Background: an optimization exercise with open tools, aiming at small area. Do not read the settings as production practice. No functional check of the RTL was part of any run shown here. Power figures rest on the tool's default switching activity, not on a simulated workload.

==> flow/design.v, too long to show whole: its modules and the start of the top module <==
// module tv80_reg: 65 lines
// module tv80_alu: 161 lines
// module tv80_mcode: 2184 lines
// module tv80_core: 1130 lines
// module tv80s: 111 lines
module tv80s
#(
    parameter Mode    = 0,   
    parameter T2Write = 1,   
    parameter IOWait  = 1    
)
(
    input         reset_n, 
    input         clk, 
    input         cen,       
    input         wait_n, 
    input         int_n, 
    input         nmi_n, 
    input         busrq_n, 
    output        busak_n, 
    output        m1_n, 
    output        mreq_n, 
    output        iorq_n, 
    output        rd_n, 
    output        wr_n, 
    output        rfsh_n, 
    output        halt_n, 
    output [15:0] A, 
    input  [7:0]  di,
    output [7:0]  dout
);
  // ...
==> flow/flow/run.sh <==
#!/bin/bash
# ORFS flow (the standard.sh) with:
#  - an area-oriented ABC script (deepsyn + area-recovering mapping) in place
#    of ORFS's speed script; OpenROAD repairs timing as usual afterwards,
#  - the buffers that timing-driven global placement inserts removed again
#    right after it (repair_design / repair_timing add back what is needed),
#    with a 0.15 ns setup margin for repair_timing,
#  - CTS without dummy loads and with larger sink clusters,
#  - port buffers from the smallest buffer cell,
#  - a higher placement density.
set -euo pipefail
rm -rf scripts_local
cp -r "$FLOW_HOME/scripts" scripts_local
cp flow/abc_map.script scripts_local/abc_speed.script
bash standard.sh SCRIPTS_DIR="$PWD/scripts_local" \
  "CTS_ARGS=-sink_clustering_enable -repair_clock_nets -dont_use_dummy_load -sink_clustering_size 24 -sink_clustering_max_diameter 80" \
  "BUFFER_PORTS_ARGS=-buffer_cell sky130_fd_sc_hd__buf_1" \
  PLACE_DENSITY=0.75 \
  POST_GLOBAL_PLACE_TCL="$PWD/flow/post_gpl.tcl" \
  SETUP_SLACK_MARGIN=0.15 \
  finish > standard.log 2>&1
==> flow/flow/abc_map.script <==
&get -n
&st
&deepsyn -J 20
&dch
&nf -R 1000
&put
topo
stime -c
==> flow/flow/post_gpl.tcl <==
# Drop the buffers that timing-driven global placement added (instances named
# place*): each buffer's loads are moved back to its input net. repair_design
# and repair_timing later add back only the buffers that are needed.
set block [ord::get_db_block]
set n 0
foreach inst [$block getInsts] {
  if {![string match "place*" [$inst getName]]} { continue }
  set master [$inst getMaster]
  if {![string match "sky130_fd_sc_hd__buf_*" [$master getName]]} { continue }
  set in_net [[$inst findITerm A] getNet]
  set out_net [[$inst findITerm X] getNet]
  if {$in_net == "NULL" || $out_net == "NULL"} { continue }
  if {[llength [$out_net getBTerms]] > 0} { continue }
  foreach it [$out_net getITerms] {
    if {[$it getInst] == $inst} { continue }
    $it disconnect
    $it connect $in_net
  }
  odb::dbInst_destroy $inst
  odb::dbNet_destroy $out_net
  incr n
}
puts "post-gpl: removed $n placement buffers"
==> flow/standard.sh <==
#!/bin/bash
# synth_recipe.tcl (not shown) runs the flow's synth.tcl, then flattens the netlist and writes it again
# the make line also repeats each setting of config.mk as NAME=value (left out here)
make -C /OpenROAD-flow-scripts/flow DESIGN_CONFIG=/design/flow/config.mk WORK_HOME=/design/flow/orfs CLKGATE_MAP_FILE= SYNTH_SCRIPT=/design/flow/synth_recipe.tcl "${@:-finish}"
==> flow/config.mk <==
export PLATFORM = sky130hd
export DESIGN_NAME = tv80s
export DESIGN_NICKNAME = tv80s
export VERILOG_FILES = /design/flow/design.v
export SDC_FILE = /design/flow/constraint.sdc
export NUM_CORES = 8
export LEC_CHECK = 0
export CAP_MARGIN = 20
export CORE_MARGIN = 2
export CORE_UTILIZATION = 40
export SLEW_MARGIN = 20
==> flow/constraint.sdc <==
create_clock -name core_clock -period 10.0 [get_ports {clk}]
set_input_delay 2.0000 -clock core_clock [delete_from_list [all_inputs] [get_ports {clk}]]
set_output_delay 2.0000 -clock core_clock [all_outputs]
set_load 0.01 [all_outputs]
==> out/metrics.cfg, run 1 <==
[synthesis]
yosysTopAreaCell = edfxtp_1
synth_area_sq_mm = 0.0234
synth_edf_count = 163
synth.area.top_cells = edfxtp_1 21%, dfrtp_1 14%, nand2_1 6.5%, dfstp_2 6.0%, nor2_1 5.4%
synth_compound_gate_area_share_pct = 26.9
synth_mux_area_share_pct = 2.92
synth_warnings = 7

[worst_setup_path]
crit_slowest_cell = nor2_1
cp_common_cell = nor2_1
arrival_ns = 9.87
start_kind = flop
cp_top_family = simple AND/OR/NAND/NOR gates
r2r_setup_slack_ns = 0.43
r2r_cells = 42

[timing]
max_slew_margin_pct = 12.8
slew_viol_final = 0
setup_viol = 0

[floorplan]
fp-row-count = 88
start_util_pct = 40.5

[pwr]
pwr-share-clk_pct = 8.3
power.share.switching_pct = 57.9
comb-power_mw = 7.91
power.switching_mw = 6.74
powerSeq_mw = 2.76

[cells_and_area]
nClkBuffers = 26
dominant-cell-class = multi-input gates
seq_area_sq_mm = 0.00949
clockNetworkAreaShare_pct = 2.44
multi_input_area_share_pct = 54.1

[detailed_routing]
drt-pass1-iter-count = 12
detail-route-antenna-nets = 0
wire_per_inst_um = 33.9

[flow_run]
drv_cap = 0

[place]
dp_cells = 3513

[outcome]
status = complete, no violations

[cts]
root_buffer = clkbuf_16
cts_max_level = 1

==> module tv80_core, before the edit <==
module tv80_core ( 
  m1_n, iorq, no_read, write, rfsh_n, halt_n, busak_n, A, dout, mc,
  ts, intcycle_n, IntE, stop,
  reset_n, clk, cen, wait_n, int_n, nmi_n, busrq_n, dinst, di
  );
  parameter Mode = 1;    
  parameter IOWait = 1;  
  parameter Flag_C = 0;
  parameter Flag_N = 1;
  parameter Flag_P = 2;
  parameter Flag_X = 3;
  parameter Flag_H = 4;
  parameter Flag_Y = 5;
  parameter Flag_Z = 6;
  parameter Flag_S = 7;
  input     reset_n;            
  input     clk;                
  input     cen;                
  input     wait_n;             
  input     int_n;              
  input     nmi_n;              
  input     busrq_n;            
  output    m1_n;               
  output    iorq;               
  output    no_read;            
  output    write;              
  output    rfsh_n;             
  output    halt_n;             
  output    busak_n;            
  output [15:0] A; 
  input [7:0]   dinst;  
  input [7:0]   di;     
  output [7:0]  dout;     
  output [6:0]  mc;     
  output [6:0]  ts;     
  output        intcycle_n;     
  output        IntE;           
  output        stop;           
  reg    m1_n;          
  reg    iorq; 
  reg    halt_n;                
  reg    busak_n;               
  reg [15:0] A; 
  reg [7:0]  dout;        
  reg [6:0]  mc;        
  reg [6:0]  ts;        
  reg   intcycle_n;     
  reg   IntE;           
  reg   stop;           
  parameter     aNone    = 3'b111;
  parameter     aBC      = 3'b000;
  parameter     aDE      = 3'b001;
  parameter     aXY      = 3'b010;
  parameter     aIOA     = 3'b100;
  parameter     aSP      = 3'b101;
  parameter     aZI      = 3'b110;
  reg [7:0]     ACC, F;
  reg [7:0]     Ap, Fp;
  reg [7:0]     I;
  reg [15:0]    SP, PC;
  reg [7:0]     RegDIH;
  reg [7:0]     RegDIL;
  wire [15:0]   RegBusA;
  wire [15:0]   RegBusB;
  wire [15:0]   RegBusC;
  wire          RegSelC;
  assign RegBusC = RegBusA;
  wire          BusA_steal = RegSelC &
                             ~Set_BusA_To[3] & ~(Set_BusA_To[2] & Set_BusA_To[1]) &
                             (Set_BusB_To[3] | (Set_BusB_To[2] & Set_BusB_To[1]));
  reg [2:0]     RegAddrA_r;
  reg [2:0]     RegAddrA;
  reg [2:0]     RegAddrB_r;
  reg [2:0]     RegAddrB;
  reg [2:0]     RegAddrC;
  reg           RegWEH;
  reg           RegWEL;
  reg           Alternate;
  reg [15:0]    TmpAddr;         
  reg [7:0]     IR;              
  reg [1:0]     ISet;            
  reg [1:0]     DHswap;          
  reg [2:0]     id_addr_r;       
  reg           id_w_r;          
  reg           id_dir_r;        
  reg           id_z_r;          
  reg           id_sp_r;         
  reg [2:0]     RegAddrA_r_d;
  wire          f_rr = (ISet == 2'b00) & (IR[7:6] == 2'b00) & (IR[2:0] == 3'b011) & (IR[5:4] != 2'b11);  
  wire          f_bc = (ISet == 2'b10) & (IR[7:5] == 3'b101) & (IR[2:1] == 2'b00);   
  wire          f_w  = f_rr | f_bc;                       
  wire [1:0]    f_pair = f_rr ? IR[5:4] : 2'b00;
  wire          f_dir = f_rr ? IR[3] : 1'b1;
  wire          f_z  = f_w & (f_pair == 2'b00);            
  wire          m1t3 = tstate[3] & mcycle[0];
  reg [15:0]    ID16;
  reg [7:0]     Save_Mux;
  reg [2:0]     ts_b;
  reg [2:0]     mc_b;
  wire [6:0]    tstate = 7'b0000001 << ts_b;
  wire [6:0]    mcycle = 7'b0000001 << mc_b;
  reg           last_mcycle, last_tstate;
  reg           IntE_FF1;
  reg           IntE_FF2;
  reg           Halt_FF;
  reg           BusReq_s;
  reg           BusAck;
  reg           ClkEn;
  reg           NMI_s;
  reg           INT_s;
  reg [1:0]     IStatus;
  reg [7:0]     DI_Reg;
  reg           T_Res;
  reg [1:0]     XY_State;
  reg [2:0]     Pre_XY_F_M;
  reg           NextIs_XY_Fetch;
  reg           XY_Ind;
  reg           No_BTR;
  reg           BTR_r;
  reg           Auto_Wait;
  reg           Auto_Wait_t1;
  reg           Auto_Wait_t2;
  reg           IncDecZ;
  reg [7:0]     BusB;
  reg [7:0]     BusA;
  wire [7:0]    ALU_Q;
  wire [7:0]    F_Out;
  reg [4:0]     Read_To_Reg_r;
  reg           Arith16_r;
  reg           Z16_r;
  reg [3:0]     ALU_Op_r;
  reg           Save_ALU_r;
  reg           PreserveC_r;
  reg [2:0]     mcycles;
  wire [2:0]    mcycles_d;
  wire [2:0]    tstates;
  reg           IntCycle;
  reg           NMICycle;
  wire          Inc_PC;
  wire          Inc_WZ;
  wire [3:0]    IncDec_16;
  wire [1:0]    Prefix;
  wire          Read_To_Acc;
  wire          Read_To_Reg;
  wire [3:0]     Set_BusB_To;
  wire [3:0]     Set_BusA_To;
  wire [3:0]     ALU_Op;
  wire           Save_ALU;
  wire           PreserveC;
  wire           Arith16;
  wire [2:0]     Set_Addr_To;
  wire           Jump;
  wire           JumpE;
  wire           JumpXY;
  wire           Call;
  wire           RstP;
  wire           LDZ;
  wire           LDW;
  wire           LDSPHL;
  wire           iorq_i;
  wire [2:0]     Special_LD;
  wire           ExchangeDH;
  wire           ExchangeRp;
  wire           ExchangeAF;
  wire           ExchangeRS;
  wire           I_DJNZ;
  wire           I_CPL;
  wire           I_CCF;
  wire           I_SCF;
  wire           I_RETN;
  wire           I_BT;
  wire           I_BC;
  wire           I_BTR;
  wire           I_RLD;
  wire           I_RRD;
  wire           I_INRC;
  wire           SetDI;
  wire           SetEI;
  wire [1:0]     IMode;
  wire           Halt;
  reg [15:0]     PC16;
  reg [7:0]      PC16_B;
  reg [15:0]     SP16, SP16_A;
  reg [7:0]      SP16_B;
  reg            Oldnmi_n;
  tv80_mcode #(Mode, Flag_C, Flag_N, Flag_P, Flag_X, Flag_H, Flag_Y, Flag_Z, Flag_S) i_mcode
    (
     .IR                   (IR),
     .ISet                 (ISet),
     .MCycle               (mcycle),
     .F                    (F),
     .NMICycle             (NMICycle),
     .IntCycle             (IntCycle),
     .MCycles              (mcycles_d),
     .TStates              (tstates),
     .Prefix               (Prefix),
     .Inc_PC               (Inc_PC),
     .Inc_WZ               (Inc_WZ),
     .IncDec_16            (IncDec_16),
     .Read_To_Acc          (Read_To_Acc),
     .Read_To_Reg          (Read_To_Reg),
     .Set_BusB_To          (Set_BusB_To),
     .Set_BusA_To          (Set_BusA_To),
     .ALU_Op               (ALU_Op),
     .Save_ALU             (Save_ALU),
     .PreserveC            (PreserveC),
     .Arith16              (Arith16),
     .Set_Addr_To          (Set_Addr_To),
     .IORQ                 (iorq_i),
     .Jump                 (Jump),
     .JumpE                (JumpE),
     .JumpXY               (JumpXY),
     .Call                 (Call),
     .RstP                 (RstP),
     .LDZ                  (LDZ),
     .LDW                  (LDW),
     .LDSPHL               (LDSPHL),
     .Special_LD           (Special_LD),
     .ExchangeDH           (ExchangeDH),
     .ExchangeRp           (ExchangeRp),
     .ExchangeAF           (ExchangeAF),
     .ExchangeRS           (ExchangeRS),
     .I_DJNZ               (I_DJNZ),
     .I_CPL                (I_CPL),
     .I_CCF                (I_CCF),
     .I_SCF                (I_SCF),
     .I_RETN               (I_RETN),
     .I_BT                 (I_BT),
     .I_BC                 (I_BC),
     .I_BTR                (I_BTR),
     .I_RLD                (I_RLD),
     .I_RRD                (I_RRD),
     .I_INRC               (I_INRC),
     .SetDI                (SetDI),
     .SetEI                (SetEI),
     .IMode                (IMode),
     .Halt                 (Halt),
     .NoRead               (no_read),
     .Write                (write)
     );
  tv80_alu #(Mode, Flag_C, Flag_N, Flag_P, Flag_X, Flag_H, Flag_Y, Flag_Z, Flag_S) i_alu
    (
     .Arith16              (Arith16_r),
     .Z16                  (Z16_r),
     .ALU_Op               (ALU_Op_r),
     .IR                   (IR[5:0]),
     .ISet                 (ISet),
     .BusA                 (BusA),
     .BusB                 (BusB),
     .F_In                 (F),
     .Q                    (ALU_Q),
     .F_Out                (F_Out)
     );
  function [15:0] incdec16;
    input [15:0] a;
    input        dec;
    reg   [15:0] x, c;
    integer      k;
    begin
      x = a ^ {16{dec}};
      c[0] = 1'b1;
      for (k = 1; k < 16; k = k + 1)
        c[k] = c[k-1] & x[k-1];
      incdec16 = a ^ c;
    end
  endfunction
  function [15:0] add16s8;
    input [15:0] a;
    input [7:0]  b;
    reg   [8:0]  lo;
    reg   [7:0]  x, c;
    reg          inc, dec;
    integer      k;
    begin
      lo  = {1'b0, a[7:0]} + {1'b0, b};
      inc = lo[8] & ~b[7];
      dec = ~lo[8] & b[7];
      x = a[15:8] ^ {8{dec}};
      c[0] = inc | dec;
      for (k = 1; k < 8; k = k + 1)
        c[k] = c[k-1] & x[k-1];
      add16s8 = {a[15:8] ^ c, lo[7:0]};
    end
  endfunction
  function [6:0] number_to_bitvec;
    input [2:0] num;
    begin
      case (num)
        1 : number_to_bitvec = 7'b0000001;
        2 : number_to_bitvec = 7'b0000010;
        3 : number_to_bitvec = 7'b0000100;
        4 : number_to_bitvec = 7'b0001000;
        5 : number_to_bitvec = 7'b0010000;
        6 : number_to_bitvec = 7'b0100000;
        7 : number_to_bitvec = 7'b1000000;
        default : number_to_bitvec = 7'bx;
      endcase  
    end
  endfunction  
  function [2:0] mcyc_to_number;
    input [6:0] mcyc;
    begin
      casez (mcyc)
        7'b1zzzzzz : mcyc_to_number = 3'h7;
        7'b01zzzzz : mcyc_to_number = 3'h6;
        7'b001zzzz : mcyc_to_number = 3'h5;
        7'b0001zzz : mcyc_to_number = 3'h4;
        7'b00001zz : mcyc_to_number = 3'h3;
        7'b000001z : mcyc_to_number = 3'h2;
        7'b0000001 : mcyc_to_number = 3'h1;
        default : mcyc_to_number = 3'h1;
      endcase
    end
  endfunction
  always @*
    begin
      case (mcycles)
        1 : last_mcycle = mcycle[0];
        2 : last_mcycle = mcycle[1];
        3 : last_mcycle = mcycle[2];
        4 : last_mcycle = mcycle[3];
        5 : last_mcycle = mcycle[4];
        6 : last_mcycle = mcycle[5];
        7 : last_mcycle = mcycle[6];
        default : last_mcycle = 1'bx;
      endcase  
      case (tstates)
        0 : last_tstate = tstate[0];
        1 : last_tstate = tstate[1];
        2 : last_tstate = tstate[2];
        3 : last_tstate = tstate[3];
        4 : last_tstate = tstate[4];
        5 : last_tstate = tstate[5];
        6 : last_tstate = tstate[6];
        default : last_tstate = 1'bx;
      endcase
    end  
  always @*
    begin
      ClkEn = cen && ~ BusAck;
      if (last_tstate)
        T_Res = 1'b1;
      else T_Res = 1'b0;
      if (XY_State != 2'b00 && XY_Ind == 1'b0 &&
          ((Set_Addr_To == aXY) ||
           (mcycle[0] && IR == 8'b11001011) ||
           (mcycle[0] && IR == 8'b00110110)))
        NextIs_XY_Fetch = 1'b1;
      else 
        NextIs_XY_Fetch = 1'b0;
      if (ExchangeRp)
        Save_Mux = BusB;
      else if (!Save_ALU_r)
        Save_Mux = DI_Reg;
      else
        Save_Mux = ALU_Q;
    end  
  reg        s_jp, s_jxy, s_call, s_nmi, s_im2, s_def, s_jmp;
  reg        a_dt, a_c, a_t, a_pc, a_io, a_sp, a_inc;
  reg [15:0] A_next;
  reg [15:0] TmpAddr_inc;
  always @*
    begin
      s_jp   = Jump;
      s_jxy  = ~Jump & JumpXY;
      s_call = ~Jump & ~JumpXY & (Call | RstP);
      s_nmi  = ~Jump & ~JumpXY & ~(Call | RstP) & last_mcycle & NMICycle;
      s_im2  = ~Jump & ~JumpXY & ~(Call | RstP) & ~(last_mcycle & NMICycle) &
               mcycle[2] & IntCycle & (IStatus == 2'b10);
      s_def  = ~Jump & ~JumpXY & ~(Call | RstP) & ~(last_mcycle & NMICycle) &
               ~(mcycle[2] & IntCycle & (IStatus == 2'b10));
      s_jmp  = ~s_def;
      a_dt  = s_jp | (s_def & (Set_Addr_To == aZI) & ~Inc_WZ);
      a_c   = s_jxy | (s_def & (((Set_Addr_To == aXY) & (XY_State == 2'b00)) |
                                 (Set_Addr_To == aBC) | (Set_Addr_To == aDE)));
      a_t   = s_call | (s_def & (Set_Addr_To == aXY) & (XY_State != 2'b00) & ~NextIs_XY_Fetch);
      a_pc  = s_def & (((Set_Addr_To == aXY) & (XY_State != 2'b00) & NextIs_XY_Fetch) |
                       (Set_Addr_To == 3'b011) | (Set_Addr_To == aNone));
      a_io  = s_def & (Set_Addr_To == aIOA);
      a_sp  = s_def & (Set_Addr_To == aSP);
      a_inc = s_def & (Set_Addr_To == aZI) & Inc_WZ;
      TmpAddr_inc = PC16;    
      A_next[15:8] = ({8{a_dt}}  & DI_Reg)         |
                     ({8{a_c}}   & RegBusC[15:8])  |
                     ({8{a_t}}   & TmpAddr[15:8])  |
                     ({8{s_im2}} & I)              |
                     ({8{a_pc}}  & PC[15:8])       |
                     ({8{a_io}}  & ACC)            |
                     ({8{a_sp}}  & SP[15:8])       |
                     ({8{a_inc}} & TmpAddr_inc[15:8]);
      A_next[7:0]  = ({8{a_dt | a_t | s_im2}} & TmpAddr[7:0]) |
                     ({8{a_c}}   & RegBusC[7:0])   |
                     ({8{s_nmi}} & 8'h66)          |
                     ({8{a_pc}}  & PC[7:0])        |
                     ({8{a_io}}  & DI_Reg)         |
                     ({8{a_sp}}  & SP[7:0])        |
                     ({8{a_inc}} & TmpAddr_inc[7:0]);
    end
  assign RegSelC = (T_Res & a_c) |
                   (LDSPHL & ~(mcycle[0] & (tstate[1] | tstate[2] | tstate[3]))) |
                   (tstate[3] & mcycle[5]);
  always @ (posedge clk or negedge reset_n)
    begin
      if (reset_n == 1'b0 ) 
        begin
          PC <= 0;   
          A <= 0;
          TmpAddr <= 0;
          IR <= 8'b00000000;
          ISet <= 2'b00;
          XY_State <= 2'b00;
          IStatus <= 2'b00;
          mcycles <= 3'b000;
          dout <= 8'b00000000;
          ACC <= 8'hFF;
          F <= 8'hFF;
          Ap <= 8'hFF;
          Fp <= 8'hFF;
          I <= 0;
          SP <= 16'hFFFF;
          Alternate <= 1'b0;
          Read_To_Reg_r <= 5'b00000;
          Arith16_r <= 1'b0;
          BTR_r <= 1'b0;
          Z16_r <= 1'b0;
          ALU_Op_r <= 4'b0000;
          Save_ALU_r <= 1'b0;
          PreserveC_r <= 1'b0;
          XY_Ind <= 1'b0;
        end 
      else 
        begin
          if (ClkEn == 1'b1 ) 
            begin
              ALU_Op_r <= 4'b0000;
              Save_ALU_r <= 1'b0;
              Read_To_Reg_r <= 5'b00000;
              mcycles <= mcycles_d;
              if (IMode != 2'b11 ) 
                begin
                  IStatus <= IMode;
                end
              Arith16_r <= Arith16;
              PreserveC_r <= PreserveC;
              if (ISet == 2'b10 && ALU_Op[2] == 1'b0 && ALU_Op[0] == 1'b1 && mcycle[2] ) 
                begin
                  Z16_r <= 1'b1;
                end 
              else 
                begin
                  Z16_r <= 1'b0;
                end
              if (mcycle[0] && (tstate[1] | tstate[2] | tstate[3] )) 
                begin
                  if (tstate[2] && wait_n == 1'b1 ) 
                    begin
                      if (Jump == 1'b0 && Call == 1'b0 && NMICycle == 1'b0 && IntCycle == 1'b0 && ~ (Halt_FF == 1'b1 || Halt == 1'b1) ) 
                        begin
                          PC <= PC16;
                        end
                      if (IntCycle == 1'b1 && IStatus == 2'b01 ) 
                        begin
                          IR <= 8'b11111111;
                        end 
                      else if (Halt_FF == 1'b1 || (IntCycle == 1'b1 && IStatus == 2'b10) || NMICycle == 1'b1 ) 
                        begin
                          IR <= 8'b00000000;
			  TmpAddr[7:0] <= dinst;  
                        end 
                      else 
                        begin
                          IR <= dinst;
                        end
                      ISet <= 2'b00;
                      if (Prefix != 2'b00 ) 
                        begin
                          if (Prefix == 2'b11 ) 
                            begin
                              if (IR[5] == 1'b1 ) 
                                begin
                                  XY_State <= 2'b10;
                                end 
                              else 
                                begin
                                  XY_State <= 2'b01;
                                end
                            end 
                          else 
                            begin
                              if (Prefix == 2'b10 ) 
                                begin
                                  XY_State <= 2'b00;
                                  XY_Ind <= 1'b0;
                                end
                              ISet <= Prefix;
                            end
                        end 
                      else 
                        begin
                          XY_State <= 2'b00;
                          XY_Ind <= 1'b0;
                        end
                    end  
                end 
              else 
                begin
                  if (mcycle[5] ) 
                    begin
                      XY_Ind <= 1'b1;
                      if (Prefix == 2'b01 ) 
                        begin
                          ISet <= 2'b01;
                        end
                    end
                  if (T_Res == 1'b1 ) 
                    begin
                      BTR_r <= (I_BT || I_BC || I_BTR) && ~ No_BTR;
                      A <= A_next;
                      if (s_jmp)
                        PC <= A_next;
                      Save_ALU_r <= Save_ALU;
                      ALU_Op_r <= ALU_Op;
                      if (I_CPL == 1'b1 ) 
                        begin
                          ACC <= ~ ACC;
                          F[Flag_Y] <= ~ ACC[5];
                          F[Flag_H] <= 1'b1;
                          F[Flag_X] <= ~ ACC[3];
                          F[Flag_N] <= 1'b1;
                        end
                      if (I_CCF == 1'b1 ) 
                        begin
                          F[Flag_C] <= ~ F[Flag_C];
                          F[Flag_Y] <= ACC[5];
                          F[Flag_H] <= F[Flag_C];
                          F[Flag_X] <= ACC[3];
                          F[Flag_N] <= 1'b0;
                        end
                      if (I_SCF == 1'b1 ) 
                        begin
                          F[Flag_C] <= 1'b1;
                          F[Flag_Y] <= ACC[5];
                          F[Flag_H] <= 1'b0;
                          F[Flag_X] <= ACC[3];
                          F[Flag_N] <= 1'b0;
                        end
                    end  
                  if (tstate[2] && wait_n == 1'b1 ) 
                    begin
                      if (ISet == 2'b01 && mcycle[6] ) 
                        begin
                          IR <= dinst;
                        end
                      if (JumpE == 1'b1 ) 
                        begin
                          PC <= PC16;
                        end 
                      else if (Inc_PC == 1'b1 ) 
                        begin
                          PC <= PC16;
                        end
                      if (BTR_r == 1'b1 ) 
                        begin
                          PC <= PC16;
                        end
                      if (RstP == 1'b1 ) 
                        begin
                          TmpAddr <= { 10'h0, IR[5:3], 3'h0 };
                        end
                    end
                  if (tstate[3] && mcycle[5] ) 
                    begin
                      TmpAddr <= SP16;
                    end
                  if ((tstate[2] && wait_n == 1'b1) || (tstate[4] && mcycle[0]) ) 
                    begin
                      if (IncDec_16[2:0] == 3'b111 ) 
                        begin
                          SP <= SP16;
                        end
                    end
                  if (LDSPHL == 1'b1 ) 
                    begin
                      SP <= RegBusC;
                    end
                  if (ExchangeAF == 1'b1 ) 
                    begin
                      Ap <= ACC;
                      ACC <= Ap;
                      Fp <= F;
                      F <= Fp;
                    end
                  if (ExchangeRS == 1'b1 ) 
                    begin
                      Alternate <= ~ Alternate;
                    end
                end  
              if (tstate[3] ) 
                begin
                  if (LDZ == 1'b1 ) 
                    begin
                      TmpAddr[7:0] <= DI_Reg;
                    end
                  if (LDW == 1'b1 ) 
                    begin
                      TmpAddr[15:8] <= DI_Reg;
                    end
                  if (Special_LD[2] == 1'b1 ) 
                    begin
                      case (Special_LD[1:0])
                        2'b00 :
                          begin
                            ACC <= I;
                            F[Flag_P] <= IntE_FF2;
			    F[Flag_Z] <= (I == 0);
			    F[Flag_S] <= I[7];
			    F[Flag_H] <= 0;
			    F[Flag_N] <= 0; 
                          end
                        2'b01 :
                          begin
                            ACC <= 0;
                            F[Flag_P] <= IntE_FF2;
			    F[Flag_Z] <= (I == 0);
			    F[Flag_S] <= I[7];
			    F[Flag_H] <= 0;
			    F[Flag_N] <= 0; 
                          end
                        2'b10 :
                          I <= ACC;
                        default : ;
                      endcase
                    end
                end  
              if ((I_DJNZ == 1'b0 && Save_ALU_r == 1'b1) || ALU_Op_r == 4'b1001 ) 
                begin
                  if (Mode == 3 ) 
                    begin
                      F[6] <= F_Out[6];
                      F[5] <= F_Out[5];
                      F[7] <= F_Out[7];
                      if (PreserveC_r == 1'b0 ) 
                        begin
                          F[4] <= F_Out[4];
                        end
                    end 
                  else 
                    begin
                      F[7:1] <= F_Out[7:1];
                      if (PreserveC_r == 1'b0 ) 
                        begin
                          F[Flag_C] <= F_Out[0];
                        end
                    end
                end  
              if (T_Res == 1'b1 && I_INRC == 1'b1 ) 
                begin
                  F[Flag_H] <= 1'b0;
                  F[Flag_N] <= 1'b0;
                  if (DI_Reg[7:0] == 8'b00000000 ) 
                    begin
                      F[Flag_Z] <= 1'b1;
                    end 
                  else 
                    begin
                      F[Flag_Z] <= 1'b0;
                    end
                  F[Flag_S] <= DI_Reg[7];
                  F[Flag_P] <= ~ (^DI_Reg[7:0]);
                end  
              if (tstate[1] && Auto_Wait_t1 == 1'b0 ) 
                begin
                  dout <= BusB;
                  if (I_RLD == 1'b1 ) 
                    begin
                      dout[3:0] <= BusA[3:0];
                      dout[7:4] <= BusB[3:0];
                    end
                  if (I_RRD == 1'b1 ) 
                    begin
                      dout[3:0] <= BusB[7:4];
                      dout[7:4] <= BusA[3:0];
                    end
                end
              if (T_Res == 1'b1 ) 
                begin
                  Read_To_Reg_r[3:0] <= Set_BusA_To;
                  Read_To_Reg_r[4] <= Read_To_Reg;
                  if (Read_To_Acc == 1'b1 ) 
                    begin
                      Read_To_Reg_r[3:0] <= 4'b0111;
                      Read_To_Reg_r[4] <= 1'b1;
                    end
                end
              if (tstate[1] && I_BT == 1'b1 ) 
                begin
                  F[Flag_X] <= ALU_Q[3];
                  F[Flag_Y] <= ALU_Q[1];
                  F[Flag_H] <= 1'b0;
                  F[Flag_N] <= 1'b0;
                end
              if (I_BC == 1'b1 || I_BT == 1'b1 ) 
                begin
                  F[Flag_P] <= IncDecZ;
                end
              if ((tstate[1] && Save_ALU_r == 1'b0 && Auto_Wait_t1 == 1'b0) ||
                  (Save_ALU_r == 1'b1 && ALU_Op_r != 4'b0111) ) 
                begin
                  case (Read_To_Reg_r)
                    5'b10111 :
                      ACC <= Save_Mux;
                    5'b10110 :
                      dout <= Save_Mux;
                    5'b11000 :
                      SP[7:0] <= Save_Mux;
                    5'b11001 :
                      SP[15:8] <= Save_Mux;
                    5'b11011 :
                      F <= Save_Mux;
                    default : ;
                  endcase
                end  
            end  
        end  
    end
  always @ (posedge clk)
    begin
      if (ClkEn == 1'b1 ) 
        begin
          RegAddrA_r <= RegAddrA_r_d;
          if (XY_State == 2'b00)
            id_addr_r <= { Alternate, IncDec_16[1:0] };
          else if (IncDec_16[1:0] == 2'b10)
            id_addr_r <= { XY_State[1], 2'b11 };
          else
            id_addr_r <= RegAddrA_r_d;
          id_w_r   <= IncDec_16[2] & (IncDec_16[1:0] != 2'b11);
          id_dir_r <= IncDec_16[3];
          id_z_r   <= (IncDec_16[2:0] == 3'b100);
          id_sp_r  <= (IncDec_16[1:0] == 2'b11);
          RegAddrB_r <= { Alternate, Set_BusB_To[2:1] };
          if (XY_Ind == 1'b0 && XY_State != 2'b00 && Set_BusB_To[2:1] == 2'b10 ) 
            begin
              RegAddrB_r <= { XY_State[1],  2'b11 };
            end
          RegAddrC <= { Alternate,  Set_Addr_To[1:0] };
          if ((JumpXY == 1'b1 || LDSPHL == 1'b1) ) 
            begin
              RegAddrC <= { Alternate, 2'b10 };
            end
          if (((JumpXY == 1'b1 || LDSPHL == 1'b1) && XY_State != 2'b00) || (mcycle[5]) ) 
            begin
              RegAddrC <= { XY_State[1],  2'b11 };
            end
          if (I_DJNZ == 1'b1 && Save_ALU_r == 1'b1 && Mode < 2 ) 
            begin
              IncDecZ <= F_Out[Flag_Z];
            end
          if ((tstate[2] & id_z_r) | (m1t3 & f_z))
            begin
              if (RegBusA == ((tstate[2] ? id_dir_r : f_dir) ? 16'h0001 : 16'hFFFF) ) 
                begin
                  IncDecZ <= 1'b0;
                end 
              else 
                begin
                  IncDecZ <= 1'b1;
                end
            end
          if (ExchangeDH == 1'b1 && tstate[4])
            begin
              if (Alternate)
                DHswap[1] <= ~DHswap[1];
              else
                DHswap[0] <= ~DHswap[0];
            end
        end
    end  
  always @*
    begin
      RegAddrA_r_d = { Alternate, Set_BusA_To[2:1] };
      if (XY_Ind == 1'b0 && XY_State != 2'b00 && Set_BusA_To[2:1] == 2'b10 )
        RegAddrA_r_d = { XY_State[1],  2'b11 };
      if (tstate[2])
        RegAddrA = id_addr_r;
      else if (m1t3 & f_w & (XY_State == 2'b00))
        RegAddrA = { Alternate, f_pair };
      else if (m1t3 & f_w & (f_pair == 2'b10))
        RegAddrA = { XY_State[1], 2'b11 };
      else
        RegAddrA = RegAddrA_r;
      RegAddrB = BusA_steal ? RegAddrA_r : RegAddrB_r;
    end  
  always @*
    begin
      RegWEH = 1'b0;
      RegWEL = 1'b0;
      if ((tstate[1] && ~Save_ALU_r && ~Auto_Wait_t1) ||
          (Save_ALU_r && (ALU_Op_r != 4'b0111)) ) 
        begin
          case (Read_To_Reg_r)
            5'b10000 , 5'b10001 , 5'b10010 , 5'b10011 , 5'b10100 , 5'b10101 :
              begin
                RegWEH = ~ Read_To_Reg_r[0];
                RegWEL = Read_To_Reg_r[0];
              end  
            default : ;
          endcase  
        end  
      if ((tstate[2] & wait_n & ~mcycle[0] & id_w_r) | (m1t3 & f_w))
        begin
          RegWEH = 1'b1;
          RegWEL = 1'b1;
        end
    end  
  always @*
    begin
      RegDIH = Save_Mux;
      RegDIL = Save_Mux;
      if ((tstate[2] & ~mcycle[0] & id_w_r) | (m1t3 & f_w))
        begin
          RegDIH = ID16[15:8];
          RegDIL = ID16[7:0];
        end
    end
  tv80_reg i_reg
    (
     .clk                  (clk),
     .CEN                  (ClkEn),
     .DHswap               (DHswap),
     .WEH                  (RegWEH),
     .WEL                  (RegWEL),
     .AddrA                (RegAddrA),
     .AddrA_r              (RegAddrA_r),
     .IncDecT              (tstate[2] | (tstate[3] & mcycle[0])),
     .AddrB                (RegAddrB),
     .AddrC                (RegAddrC),
     .DIH                  (RegDIH),
     .DIL                  (RegDIL),
     .DOAH                 (RegBusA[15:8]),
     .DOAL                 (RegBusA[7:0]),
     .DOBH                 (RegBusB[15:8]),
     .DOBL                 (RegBusB[7:0]),
     .SelC                 (RegSelC)
     );
  always @ (posedge clk)
    begin
      if (ClkEn == 1'b1 ) 
        begin
          case (Set_BusB_To)
            4'b0111 :
              BusB <= ACC;
            4'b0000 , 4'b0001 , 4'b0010 , 4'b0011 , 4'b0100 , 4'b0101 :
              begin
                if (Set_BusB_To[0] == 1'b1 ) 
                  begin
                    BusB <= RegBusB[7:0];
                  end 
                else 
                  begin
                    BusB <= RegBusB[15:8];
                  end
              end
            4'b0110 :
              BusB <= DI_Reg;
            4'b1000 :
              BusB <= SP[7:0];
            4'b1001 :
              BusB <= SP[15:8];
            4'b1010 :
              BusB <= 8'b00000001;
            4'b1011 :
              BusB <= F;
            4'b1100 :
              BusB <= PC[7:0];
            4'b1101 :
              BusB <= PC[15:8];
            4'b1110 :
              BusB <= 8'b00000000;
            default :
              BusB <= 8'h0;
          endcase
          case (Set_BusA_To)
            4'b0111 :
              BusA <= ACC;
            4'b0000 , 4'b0001 , 4'b0010 , 4'b0011 , 4'b0100 , 4'b0101 :
              begin
                if (Set_BusA_To[0] == 1'b1 )
                  begin
                    BusA <= BusA_steal ? RegBusB[7:0] : RegBusA[7:0];
                  end 
                else 
                  begin
                    BusA <= BusA_steal ? RegBusB[15:8] : RegBusA[15:8];
                  end
              end
            4'b0110 :
              BusA <= DI_Reg;
            4'b1000 :
              BusA <= SP[7:0];
            4'b1001 :
              BusA <= SP[15:8];
            4'b1010 :
              BusA <= 8'b00000000;
            default :
              BusA <=  8'h0;
          endcase
        end
    end
  assign rfsh_n = 1'b1;
  always @*
    begin
      mc = mcycle;
      ts = tstate;
      DI_Reg = di;
      halt_n = ~ Halt_FF;
      busak_n = ~ BusAck;
      intcycle_n = ~ IntCycle;
      IntE = IntE_FF1;
      iorq = iorq_i;
      stop = I_DJNZ;
    end
  always @ (posedge clk or negedge reset_n)
    begin : sync_inputs
      if (~reset_n) 
        begin
          BusReq_s <= 1'b0;
          INT_s <= 1'b0;
          NMI_s <= 1'b0;
          Oldnmi_n <= 1'b0;
        end 
      else
        begin
          if (cen == 1'b1 ) 
            begin
              BusReq_s <= ~ busrq_n;
              INT_s <= ~ int_n;
              if (NMICycle == 1'b1 ) 
                begin
                  NMI_s <= 1'b0;
                end 
              else if (nmi_n == 1'b0 && Oldnmi_n == 1'b1 ) 
                begin
                  NMI_s <= 1'b1;
                end
              Oldnmi_n <= nmi_n;
            end
        end
    end
  always @ (posedge clk or negedge reset_n)
    begin
      if (reset_n == 1'b0 ) 
        begin
          mc_b <= 3'd0;
          ts_b <= 3'd0;
          Pre_XY_F_M <= 3'b000;
          Halt_FF <= 1'b0;
          BusAck <= 1'b0;
          NMICycle <= 1'b0;
          IntCycle <= 1'b0;
          IntE_FF1 <= 1'b0;
          IntE_FF2 <= 1'b0;
          No_BTR <= 1'b0;
          Auto_Wait_t1 <= 1'b0;
          Auto_Wait_t2 <= 1'b0;
          m1_n <= 1'b1;
        end 
      else
        begin
          if (cen == 1'b1 ) 
            begin
              if (T_Res == 1'b1 ) 
                begin
                  Auto_Wait_t1 <= 1'b0;
                end 
              else 
                begin
		  Auto_Wait_t1 <= Auto_Wait || (iorq_i & ~Auto_Wait_t2);
                end
              Auto_Wait_t2 <= Auto_Wait_t1 & !T_Res;
              No_BTR <= (I_BT && (~ IR[4] || ~ F[Flag_P])) ||
                        (I_BC && (~ IR[4] || F[Flag_Z] || ~ F[Flag_P])) ||
                        (I_BTR && (~ IR[4] || F[Flag_Z]));
              if (tstate[2] ) 
                begin
                  if (SetEI == 1'b1 ) 
                    begin
                      if (!NMICycle)
                        IntE_FF1 <= 1'b1;
                      IntE_FF2 <= 1'b1;
                    end
                  if (I_RETN == 1'b1 ) 
                    begin
                      IntE_FF1 <= IntE_FF2;
                    end
                end
              if (tstate[3] ) 
                begin
                  if (SetDI == 1'b1 ) 
                    begin
                      IntE_FF1 <= 1'b0;
                      IntE_FF2 <= 1'b0;
                    end
                end
              if (IntCycle == 1'b1 || NMICycle == 1'b1 ) 
                begin
                  Halt_FF <= 1'b0;
                end
              if (mcycle[0] && tstate[2] && wait_n == 1'b1 ) 
                begin
                  m1_n <= 1'b1;
                end
              if (BusReq_s == 1'b1 && BusAck == 1'b1 ) 
                begin
                end 
              else 
                begin
                  BusAck <= 1'b0;
                  if (tstate[2] && wait_n == 1'b0 ) 
                    begin
                    end 
                  else if (T_Res == 1'b1 ) 
                    begin
                      if (Halt == 1'b1 ) 
                        begin
                          Halt_FF <= 1'b1;
                        end
                      if (BusReq_s == 1'b1 ) 
                        begin
                          BusAck <= 1'b1;
                        end 
                      else 
                        begin
                          ts_b <= 3'd1;
                          if (NextIs_XY_Fetch == 1'b1 ) 
                            begin
                              mc_b <= 3'd5;
                              Pre_XY_F_M <= mc_b + 3'd1;
                              if (IR == 8'b00110110 && Mode == 0 ) 
                                begin
                                  Pre_XY_F_M <= 3'b010;
                                end
                            end 
                          else if ((mcycle[6]) || (mcycle[5] && Mode == 1 && ISet != 2'b01) ) 
                            begin
                              mc_b <= Pre_XY_F_M;
                            end 
                          else if ((last_mcycle) ||
                                   No_BTR == 1'b1 ||
                                   (mcycle[1] && I_DJNZ == 1'b1 && IncDecZ == 1'b1) ) 
                            begin
                              m1_n <= 1'b0;
                              mc_b <= 3'd0;
                              IntCycle <= 1'b0;
                              NMICycle <= 1'b0;
                              if (NMI_s == 1'b1 && Prefix == 2'b00 ) 
                                begin
                                  NMICycle <= 1'b1;
                                  IntE_FF1 <= 1'b0;
                                end 
                              else if ((IntE_FF1 == 1'b1 && INT_s == 1'b1) && Prefix == 2'b00 && SetEI == 1'b0 ) 
                                begin
                                  IntCycle <= 1'b1;
                                  IntE_FF1 <= 1'b0;
                                  IntE_FF2 <= 1'b0;
                                end
                            end 
                          else 
                            begin
                              mc_b <= (mc_b == 3'd6) ? 3'd0 : mc_b + 3'd1;
                            end
                        end
                    end 
                  else 
                    begin    
                      if ( ~(Auto_Wait == 1'b1 && Auto_Wait_t2 == 1'b0) &&
                           ~(IOWait == 1 && iorq_i == 1'b1 && Auto_Wait_t1 == 1'b0) ) 
                        begin
                          ts_b <= (ts_b == 3'd6) ? 3'd0 : ts_b + 3'd1;
                        end
                    end
                end
              if (tstate[0]) 
                begin
                  m1_n <= 1'b0;
                end
            end
        end
    end
  always @*
    begin
      if (~tstate[2])
        PC16_B = 8'h01;
      else if (JumpE == 1'b1)
        PC16_B = DI_Reg;
      else if (BTR_r == 1'b1)
        PC16_B = 8'hFE;            
      else
        PC16_B = 8'h01;
      PC16 = add16s8(tstate[2] ? PC : TmpAddr, PC16_B);
      if (tstate[3] & mcycle[5])
        begin
          SP16_A = RegBusA;
          SP16_B = DI_Reg;
        end
      else if (m1t3)
        begin
          SP16_A = RegBusA;
          SP16_B = f_dir ? 8'hFF : 8'h01;
        end
      else
        begin
          SP16_A = id_sp_r ? SP : RegBusA;
          SP16_B = id_dir_r ? 8'hFF : 8'h01;
        end
      SP16 = add16s8(SP16_A, SP16_B);
      ID16 = SP16;
    end  
  always @*
    begin
      Auto_Wait = 1'b0;
      if (IntCycle == 1'b1 || NMICycle == 1'b1 ) 
        begin
          if (mcycle[0] ) 
            begin
              Auto_Wait = 1'b1;
            end
        end
    end  
endmodule  
==> run 2, diff against run 1 <==
--- a/flow/design.v
+++ b/flow/design.v
@@ -2500,7 +2500,12 @@
   reg [2:0]     RegAddrA_r_d;
-  wire          f_rr = (ISet == 2'b00) & (IR[7:6] == 2'b00) & (IR[2:0] == 3'b011) & (IR[5:4] != 2'b11);  
-  wire          f_bc = (ISet == 2'b10) & (IR[7:5] == 3'b101) & (IR[2:1] == 2'b00);   
+  wire [7:0]    IR_nx = (IntCycle & (IStatus == 2'b01)) ? 8'hFF :
+                        (Halt_FF | (IntCycle & (IStatus == 2'b10)) | NMICycle) ? 8'h00 : dinst;
+  wire [1:0]    ISet_nx = ((Prefix == 2'b01) | (Prefix == 2'b10)) ? Prefix : 2'b00;
+  wire [1:0]    XY_nx = (Prefix == 2'b11) ? (IR[5] ? 2'b10 : 2'b01) :
+                        (Prefix == 2'b01) ? XY_State : 2'b00;
+  wire          f_rr = (ISet_nx == 2'b00) & (IR_nx[7:6] == 2'b00) & (IR_nx[2:0] == 3'b011) & (IR_nx[5:4] != 2'b11);  
+  wire          f_bc = (ISet_nx == 2'b10) & (IR_nx[7:5] == 3'b101) & (IR_nx[2:1] == 2'b00);   
   wire          f_w  = f_rr | f_bc;                       
-  wire [1:0]    f_pair = f_rr ? IR[5:4] : 2'b00;
-  wire          f_dir = f_rr ? IR[3] : 1'b1;
+  wire [1:0]    f_pair = f_rr ? IR_nx[5:4] : 2'b00;
+  wire          f_dir = f_rr ? IR_nx[3] : 1'b1;
   wire          f_z  = f_w & (f_pair == 2'b00);            
@@ -3142,12 +3147,28 @@
           RegAddrA_r <= RegAddrA_r_d;
-          if (XY_State == 2'b00)
-            id_addr_r <= { Alternate, IncDec_16[1:0] };
-          else if (IncDec_16[1:0] == 2'b10)
-            id_addr_r <= { XY_State[1], 2'b11 };
+          if (mcycle[0] & tstate[2] & wait_n)
+            begin
+              if (XY_nx == 2'b00)
+                id_addr_r <= { Alternate, f_pair };
+              else if (f_pair == 2'b10)
+                id_addr_r <= { XY_nx[1], 2'b11 };
+              else
+                id_addr_r <= RegAddrA_r_d;
+              id_w_r   <= f_w;
+              id_dir_r <= f_dir;
+              id_z_r   <= f_z;
+              id_sp_r  <= 1'b0;
+            end
           else
-            id_addr_r <= RegAddrA_r_d;
-          id_w_r   <= IncDec_16[2] & (IncDec_16[1:0] != 2'b11);
-          id_dir_r <= IncDec_16[3];
-          id_z_r   <= (IncDec_16[2:0] == 3'b100);
-          id_sp_r  <= (IncDec_16[1:0] == 2'b11);
+            begin
+              if (XY_State == 2'b00)
+                id_addr_r <= { Alternate, IncDec_16[1:0] };
+              else if (IncDec_16[1:0] == 2'b10)
+                id_addr_r <= { XY_State[1], 2'b11 };
+              else
+                id_addr_r <= RegAddrA_r_d;
+              id_w_r   <= IncDec_16[2] & (IncDec_16[1:0] != 2'b11);
+              id_dir_r <= IncDec_16[3];
+              id_z_r   <= (IncDec_16[2:0] == 3'b100);
+              id_sp_r  <= (IncDec_16[1:0] == 2'b11);
+            end
           RegAddrB_r <= { Alternate, Set_BusB_To[2:1] };
@@ -3170,5 +3191,5 @@
             end
-          if ((tstate[2] & id_z_r) | (m1t3 & f_z))
+          if ((tstate[2] | m1t3) & id_z_r)
             begin
-              if (RegBusA == ((tstate[2] ? id_dir_r : f_dir) ? 16'h0001 : 16'hFFFF) ) 
+              if (RegBusA == (id_dir_r ? 16'h0001 : 16'hFFFF) ) 
                 begin
@@ -3195,8 +3216,4 @@
         RegAddrA_r_d = { XY_State[1],  2'b11 };
-      if (tstate[2])
+      if (tstate[2] | m1t3)
         RegAddrA = id_addr_r;
-      else if (m1t3 & f_w & (XY_State == 2'b00))
-        RegAddrA = { Alternate, f_pair };
-      else if (m1t3 & f_w & (f_pair == 2'b10))
-        RegAddrA = { XY_State[1], 2'b11 };
       else
@@ -3221,3 +3238,3 @@
         end  
-      if ((tstate[2] & wait_n & ~mcycle[0] & id_w_r) | (m1t3 & f_w))
+      if (((tstate[2] & wait_n & ~mcycle[0]) | m1t3) & id_w_r)
         begin
@@ -3231,3 +3248,3 @@
       RegDIL = Save_Mux;
-      if ((tstate[2] & ~mcycle[0] & id_w_r) | (m1t3 & f_w))
+      if (((tstate[2] & ~mcycle[0]) | m1t3) & id_w_r)
         begin
@@ -3517,7 +3534,2 @@
         end
-      else if (m1t3)
-        begin
-          SP16_A = RegBusA;
-          SP16_B = f_dir ? 8'hFF : 8'h01;
-        end
       else
==> run 2 against run 1 <==
  * Still clean
  * Register-to-register slack about the same
  * Sequential share of layout area is 0.11 points lower
  * Non-clock buffer count up 7
  * Routed wire length up 14%
  * Fmax increased by 0.11%
  * Power rose by 5.2%
  * Clock-buffer cell count rose by 2
  * Utilization up 0.22 points
  * Highest routed layer unchanged
==> out/metrics.cfg, run 2 <==
[cells_and_area]
fin_area_sq_mm = 0.0267
final_layout_size_suffix_gt1_share_pct = 10.9
multi_input_area_sq_mm = 0.0143
areaGrowthSynthToFinish_pct = 14.6
layout_commonest_cell = nand2_1
fin_util_pct = 46.3
fillers = 5777
seq_area_sq_mm = 0.00949  ; unchanged
reg_top3 = i_tv80_core.i_reg.RegsH x64, i_tv80_core.i_reg.RegsL x64
fin_cells = 3618
mostFrequentLayoutCells = 359 x nand2_1, 345 x nor2_1, 188 x a21oi_1, 168 x o21ai_0, 163 x edfxtp_1
final_nets = 2929

[synthesis]
synth-seq-area-share_pct = 40.6
avgSynthCellArea_sq_um = 8.60
synth_warnings = 7  ; unchanged
synth_area_sq_mm = 0.0233  ; -0.30%
synthCells = 2711
ys_seq_elements = 343
synth_top_cells_by_count = 386 x nor2_1, 376 x nand2_1, 202 x a21oi_1, 192 x o21ai_0, 163 x edfxtp_1
synth_cell_types = 67
synth.area.top_cells = edfxtp_1 21%, dfrtp_1 14%, nor2_1 6.2%, nand2_1 6.1%, dfstp_2 6.0%
synth_edf_count = 163  ; unchanged
yosysTopAreaCell = edfxtp_1
netlist.area_leader.share_pct = 21.0
synth_ff_type = edfxtp_1
post-synth-top-count-cell = nor2_1
synthArstFlopShare_pct = 52.5
synth.net_count = 2788

[worst_setup_path]
r2r_end = i_tv80_core.BusA[2]$_DFFE_PP_
r2r-start = i_tv80_core.IR[6]$_DFFE_PN0P_
criticalPathCategory = flop to flop
crit_fanout = 16
arrival_ns = 9.92  ; +0.05 ns
slowest_delay_ns = 0.73
crit_slowest_cell = a21oi_1
endpoint_kind = flop
r2r_setup_slack_ns = 0.44  ; about the same
start_kind = flop
startpoint = i_tv80_core.IR[6]$_DFFE_PN0P_
r2r_cells = 26  ; -38%
required_ns = 10.35
cp_common_cell = nand2_1

[pwr]
p_per_area_mw_per_mm2 = 459
power_mw = 12.3
vdd_drop_max_mv = 0.306
leakagePower_nw = 9.40

[min_path]
hp-start = i_tv80_core.F[5]$_DFFE_PN1P_
hold_path_end = i_tv80_core.Fp[5]$_DFFE_PN1P_
hp-class = flop to flop
min_path_cells = 2

[timing]
final_hold_viol_count = 0
min_period_over_period_pct = 95.6
slew_viol_final = 0  ; unchanged
fmax_mhz = 105
clock_skew_ns = 0.108
tightest_slew_ns = 1.32
min_period_ns = 9.56
setup_viol = 0  ; unchanged
rsz0062_at_grt = false
max_slew_margin_pct = 11.7  ; -1.1 points

[detailed_routing]
drt-total-wl_um = 139000
drt-pass1-iter-count = 10  ; -2
vias = 26700
drtIter0Drc = 5260
wire_per_inst_um = 38.4  ; +13%
detail-route-antenna-nets = 0  ; unchanged
drc_errors = 0
vias_per_cell = 7.39

[grt]
grt_max_degree = 140
antenna_found_initial = 10
grt-ovfl-total = 0
grt_pass1_vias = 24800
grt_first_pass_wirelength_um = 193000
grt_usage_pct = 45.1

[place]
hpwl_um = 105000
io_buffers = 45
dp_cells = 3542  ; +0.83%
placed_area_sq_mm = 0.0250

[cts]
worstSkewPairLatency_ns = 0.66
cts_max_level = 1  ; unchanged
cts_tree = built
cts_buffers = 28
clk_pin_slew_worst_paths_ns = 0.09
root_buffer = clkbuf_16
clk_path_buf_depth = 3
cts_hold_buf = 0
cts_sinks = 343

[floorplan]
io_pins = 47
fp.dieH_um = 245
start_util_pct = 40.4  ; -0.046 points
dieArea_sq_mm = 0.0603
coreArea_sq_mm = 0.0577
fp-row-count = 88  ; unchanged
fp.dieW_um = 245

[flow_run]
drv_cap = 0  ; unchanged

[outcome]
status = complete, no violations

[run 2: cell count changes in the layout (fill, tap and decap cells not counted), moves of 14 or more]
cell / delta
a221o_1: -14
a222oi_1: +22
a22o_1: -16
clkinv_1: +14
mux2_1: -21
nand2_1: -37
nor2_1: +43
nor3_1: -20
o21ai_0: +24
[run 2: routing by layer]
metal / vias up / track usage (%) / share of wire [%]
li1: 10900 / - / -
met1: 13100 / 60.8 / 39
met2: 2266 / 65.2 / 41
met3: 474 / 15.8 / 14
met4: 10 / 19.7 / 5.5
met5: - / 0 / 0.050
[run 2: how the worst max path moves through the flow]
stage | end | slack, ns
final | i_tv80_core.BusA[2]$_DFFE_PP_ | 0.44
after global routing | i_tv80_core.i_reg.RegsH[5][7]$_DFFE_PP_ | 0.14
after CTS | i_tv80_core.i_reg.RegsH[4][7]$_DFFE_PP_ | 0.16
after detailed placement | i_tv80_core.i_reg.RegsH[2][7]$_DFFE_PP_ | -4.65
after global placement | i_tv80_core.i_reg.RegsH[0][7]$_DFFE_PP_ | 0.77
after floorplan | i_tv80_core.i_reg.RegsH[0][7]$_DFFE_PP_ | 0.20
[run 2: stage by stage]
| stage | setup slack (ns) | TNS, ns | hold slack (ns) |
|---|---|---|---|
| 5_1_grt | 0.143 | 0 | 0.469 |
| 3_5_place_dp | -4.65 | -635.13 | 0.472 |
| 3_3_place_gp | 0.767 | 0 | 0.458 |
| 6_report | 0.437 | 0 | 0.458 |
| 4_1_cts | 0.164 | 0 | 0.448 |
| 2_1_floorplan | 0.202 | 0 | 0.446 |
[run 2: cell families after synthesis]
family                   Yosys count  share of synthesized area (%)
XOR/XNOR                          52                           1.95
AO/OA/AOI/OAI                    953                           28.2
flip-flops                       343                           40.6
buffers and inverters             96                           1.56
other                              1                         0.0161
adder cells (fa/ha/maj)           62                           3.45
AND/OR/NAND/NOR                 1160                           22.2
multiplexers                      44                           2.00
[run 2: repair_timing]
action,4_1_cts,5_1_grt
resized for setup,126,47
pin swaps,9,14
endpoints found under the setup margin,209,97
setup buffers,24,19
[run 2: final cells by class]
class	instances	share of cell area, %
Antenna cell	3	0.0281
Clock buffer	28	2.62
Inverter	95	1.42
Multi-Input combinational cell	2272	53.6
Sequential cell	343	35.5
Tap cell	765	3.58
Timing Repair Buffer	112	3.26
[run 2: where the power goes]
part	total [mW]	leakage, nW	internal, mW	switching (mW)
clock network	1.02	0.345	0.488	0.530
registers	2.80	3.61	2.10	0.700
logic	8.43	5.45	2.47	5.96
[run 2: critical path: cells and delay by family (launching register included)]
| family | cells | cell delay (ns) |
|---|---|---|
| compound gates | 10 | 4.23 |
| mux | 1 | 0.52 |
| buf+inv | 2 | 0.42 |
| flops | 1 | 0.46 |
| simple gates | 12 | 3.33 |
| fa+ha+maj | 1 | 0.35 |
==> run 3, diff against run 2 <==
--- a/flow/design.v
+++ b/flow/design.v
@@ -2815,4 +2815,11 @@
     end
-  assign RegSelC = (T_Res & a_c) |
-                   (LDSPHL & ~(mcycle[0] & (tstate[1] | tstate[2] | tstate[3]))) |
+  reg a_c_r, ldsphl_r;
+  always @ (posedge clk)
+    if (ClkEn)
+      begin
+        a_c_r    <= a_c;
+        ldsphl_r <= LDSPHL;
+      end
+  assign RegSelC = (a_c_r & ~(tstate[2] | (tstate[3] & mcycle[0]))) |
+                   (ldsphl_r & ~(mcycle[0] & (tstate[1] | tstate[2] | tstate[3]))) |
                    (tstate[3] & mcycle[5]);
--- a/flow/flow/run.sh
+++ b/flow/flow/run.sh
@@ -6,3 +6,4 @@
 #    right after it (repair_design / repair_timing add back what is needed),
-#    with a 0.15 ns setup margin for repair_timing,
+#    with a 0.15 ns setup margin for repair_timing, and a slightly
+#    pessimistic wire RC for the repair after global routing,
 #  - CTS without dummy loads and with larger sink clusters,
@@ -20,2 +21,3 @@
   SETUP_SLACK_MARGIN=0.15 \
+  PRE_GLOBAL_ROUTE_TCL="$PWD/flow/pre_grt.tcl" \
   finish > standard.log 2>&1
==> flow/flow/abc_map.script (replaced) <==
&get -n
&st
&deepsyn -J 20
&dch
&nf -R 1000 -C 32 -F 10 -A 10
&put
topo
stime -c
==> flow/flow/pre_grt.tcl (new file) <==
# Make the global-route parasitic estimate more pessimistic than the
# platform's (wires 10% more resistive and capacitive), so that the timing
# repair after global routing leaves margin for detailed routing.
set rc_scale 1.1
foreach {layer c r} {
  li1  1.499e-04   7.176e-02
  met1 1.72375E-04 8.929e-04
  met2 1.36233E-04 8.929e-04
  met3 2.14962E-04 1.567e-04
  met4 1.48128E-04 1.567e-04
  met5 1.54087E-04 1.781e-05
} {
  set_layer_rc -layer $layer -capacitance [expr {$c * $rc_scale}] -resistance [expr {$r * $rc_scale}]
}
set_wire_rc -signal -layer met1
set_wire_rc -clock -layer met3
puts "pre-grt: layer RC scaled by $rc_scale"
==> run 3 against run 2 <==
  * Still clean on timing, DRC and antenna
  * Combinational power is 15% lower
  * Non-clock buffer count decreased by 46
  * Routed wire length down 15%
  * Clock skew rose by 0.0046 ns
  * Global-route usage shrank 7.3 points
  * Power down 9.6%
  * Sequential power up 3%
  * Fmax increased by 2.4%
  * Critical path type unchanged
  * Critical endpoint is now i_tv80_core.PC[1]$_DFFE_PN0P_
  * Highest routed layer is now met4
==> out/metrics.cfg, run 3 <==
[worst_setup_path]
cp_common_cell = a21oi_1
required_ns = 10.41  ; +0.06 ns
crit_fanout = 24  ; +8
arrival_ns = 9.75  ; -0.17 ns
startpoint = i_tv80_core.IR[4]$_DFFE_PN0P_
criticalPathCategory = flop to flop
crit_slowest_cell = dfrtp_2
slowest_delay_ns = 0.88  ; +0.15 ns
start_kind = flop
endpoint_kind = flop
r2r-start = i_tv80_core.IR[4]$_DFFE_PN0P_

[pwr]
leakagePower_nw = 9.18  ; -2.3%
vdd_drop_max_mv = 0.261  ; -15%
p_per_area_mw_per_mm2 = 425  ; -7.3%

[synthesis]
synthArstFlopShare_pct = 52.2  ; -0.30 points
synthCells = 2683  ; -1.0%
synth_warnings = 7  ; unchanged
ys_seq_elements = 345  ; +0.58%
yosysTopAreaCell = edfxtp_1
post-synth-top-count-cell = nor2_1
synth_top_cells_by_count = 345 x nor2_1, 340 x nand2_1, 207 x a21oi_1, 182 x o21ai_0, 165 x edfxtp_1
synth.area.top_cells = edfxtp_1 21%, dfrtp_1 13%, dfstp_2 5.9%, nor2_1 5.5%, nand2_1 5.4%
avgSynthCellArea_sq_um = 8.80  ; +2.3%
netlist.area_leader.share_pct = 21.0  ; about the same
synth_ff_type = edfxtp_1
synth.net_count = 2757  ; -1.1%
synth_edf_count = 165  ; +1.2%
synth-seq-area-share_pct = 40.3  ; -0.25 points
synth_area_sq_mm = 0.0236  ; +1.2%
synth_cell_types = 70  ; +4.5%

[place]
place_ws_ns = 0.0319  ; +4.68 ns
dp_cells = 3518  ; -0.68%
hpwl_um = 87400  ; -17%
io_buffers = 45  ; unchanged

[timing]
tightest_slew_ns = 1.23  ; -0.0874 ns
final_hold_viol_count = 0  ; unchanged
fin_ws_ns = 0.659  ; +0.222 ns
slew_viol_final = 0  ; unchanged
clock_skew_ns = 0.112  ; +0.00463 ns
fmax_mhz = 107  ; +2.4%
min_period_ns = 9.34  ; -0.222 ns
setup_viol = 0  ; unchanged
min_period_over_period_pct = 93.4  ; -2.2 points
max_slew_margin_pct = 17.2  ; +5.5 points
hold_ws_ns = 0.472  ; +0.0140 ns
rsz0062_at_grt = false
setup_tns_ns = 0  ; unchanged

[detailed_routing]
drt-pass1-iter-count = 10  ; unchanged
wire_per_inst_um = 33.4  ; -13%
drtIter0Drc = 4899  ; -6.9%
drt-total-wl_um = 119000  ; -15%
vias = 26200  ; -1.9%
vias_per_cell = 7.39  ; about the same
drc_errors = 0  ; unchanged
detail-route-antenna-nets = 0  ; unchanged

[cts]
cts_tree = built
worstSkewPairLatency_ns = 0.65  ; about the same
cts_max_level = 1  ; unchanged
clk_pin_slew_worst_paths_ns = 0.07  ; -0.02 ns
cts_buffers = 29  ; +3.6%
clk_path_buf_depth = 3  ; unchanged
cts_sinks = 345  ; +0.58%
root_buffer = clkbuf_16

[grt]
grt_max_degree = 137  ; -2.1%
antenna_found_initial = 1  ; -9
grt_first_pass_wirelength_um = 170000  ; -12%
grt_pass1_vias = 24100  ; -2.8%
grt-ovfl-total = 0  ; unchanged
grt_usage_pct = 37.8  ; -7.3 points

[cells_and_area]
layout_commonest_cell = nand2_1
antenna_cells = 0  ; -3
final_nets = 2853  ; -2.6%
mostFrequentLayoutCells = 337 x nand2_1, 321 x nor2_1, 199 x a21oi_1, 177 x o21ai_0, 165 x edfxtp_1
reg_top3 = i_tv80_core.i_reg.RegsH x64, i_tv80_core.i_reg.RegsL x64
final_layout_size_suffix_gt1_share_pct = 6.12  ; -4.8 points
areaGrowthSynthToFinish_pct = 10.4
fin_util_pct = 44.4  ; -1.9 points
fin_cells = 3550  ; -1.9%

[floorplan]
start_util_pct = 40.2  ; -0.18 points
fp.dieW_um = 247  ; +0.61%
io_pins = 47  ; unchanged
fp-row-count = 89  ; +1.1%
dieArea_sq_mm = 0.0610  ; +1.2%
coreArea_sq_mm = 0.0587  ; +1.7%
fp.dieH_um = 247  ; +0.61%

[min_path]
hp-start = i_tv80_core.A[1]$_DFFE_PN0P_
hp-class = flop to flop

[flow_run]
drv_cap = 0  ; unchanged

[outcome]
status = complete, no violations

==> run 3: routing by layer <==
layer	global-route usage, %	vias to the layer above	share of wire (%)
li1	-	10800	-
met1	50.2	12600	38
met2	55.3	2327	41
met3	12.3	555	15
met4	18.6	0	6.5
met5	0	-	0
==> run 3: cell type report <==
cell class	instances	area, sq um
fill	5780	32600
clock buffer	29	726
multi-input combinational	2243	14000
timing repair buffer	66	478
inverter	94	364
sequential	345	9540
tap	773	967
==> run 3: logic make-up (layout without fill, tap and decap cells) <==
group | count (synthesis) | in the layout | synth area share (%)
AOI/OAI and AO/OA | 984 | 984 | 29.1
xor gates and xnor gates | 64 | 64 | 2.37
adders and majority gates | 59 | 59 | 3.25
buffers and inverters | 95 | 189 | 1.53
DFF | 345 | 345 | 40.3
muxes | 53 | 53 | 2.43
other | 1 | 1 | 0.0159
and+or+nand+nor | 1082 | 1082 | 21.0
==> run 3: path summary, 6_finish.rpt <==
| path | to | slack (ns) | depth (start not counted) |
|---|---|---|---|
| worst max register to register | i_tv80_core.PC[1]$_DFFE_PN0P_ | 0.66 | 25 |
| worst min register to register | i_tv80_core.A[1]$_DFFE_PN0P_ | 0.47 | 2 |
| max in group asynchronous | i_tv80_core.dout[1]$_DFFE_PN0P_ | 7.61 | 2 |
| worst min-delay path | i_tv80_core.A[1]$_DFFE_PN0P_ | 0.47 | 2 |
| min in group asynchronous | i_tv80_core.BusReq_s$_DFFE_PN0P_ | 1.25 | 1 |
| worst max-delay path | i_tv80_core.PC[1]$_DFFE_PN0P_ | 0.66 | 25 |
==> run 3: worst max-delay path: cells and delay by family, from the launching register on <==
kind | cells | cell delay, ns
and+or+nand+nor | 9 | 3.03
AOI/OAI and AO/OA | 11 | 3.04
buffers and inverters | 4 | 1.70
DFF | 1 | 0.88
adders and majority gates | 1 | 0.45
==> run 3: report_power, final <==
group | leakage [nW] | internal (mW) | switching, mW | total (mW)
Clock | 0.357 | 0.505 | 0.508 | 1.01
Sequential | 3.65 | 2.11 | 0.773 | 2.88
Combinational | 5.18 | 2.10 | 5.08 | 7.18
==> run 3: stage by stage <==
stage,instance area [sq um],power [mW]
2_1_floorplan,23600,6.63
3_3_place_gp,25600,9.68
3_5_place_dp,25200,9.56
4_1_cts,26000,10.6
5_1_grt,26100,11.8
6_report,26100,11.1
==> run 3: repair_timing <==
action | 4_1_cts | 5_1_grt
hold endpoints to repair | 0 | 0
hold buffers | 0 | 0
buffers inserted | 0 | 0
resized for setup | 1 | 10
endpoints found under the setup margin | 11 | 67

## what the ideal ports hide
The flow's constraints put no driver on any port. The routed layouts listed below were extracted and timed again, unchanged, in two steps. Step 1: set_driving_cell puts a clkbuf_16 on clk and a buf_2 on each other input, an assumption about the parent block. Step 2 moves the port delays by t, midway between the first and last clock arrival at a register: inputs arrive t later, outputs are due t later. That takes back most of the time a late clock gives input paths. Slacks: ideal ports / drivers / drivers and shift; pairs: ideal ports / drivers.
run	t, ns	setup WS [ns]	latest minus earliest clock arrival (ns)	worst slew at a driven data input, ns
run 1	0.632	0.426 / 0.426 / 0.426	0.071 / 0.070	0.08
run 2	0.668	0.437 / 0.437 / 0.437	0.108 / 0.108	0.10
run 3	0.646	0.659 / 0.659 / 0.659	0.112 / 0.112	0.05
After both steps every run listed still meets setup and hold.
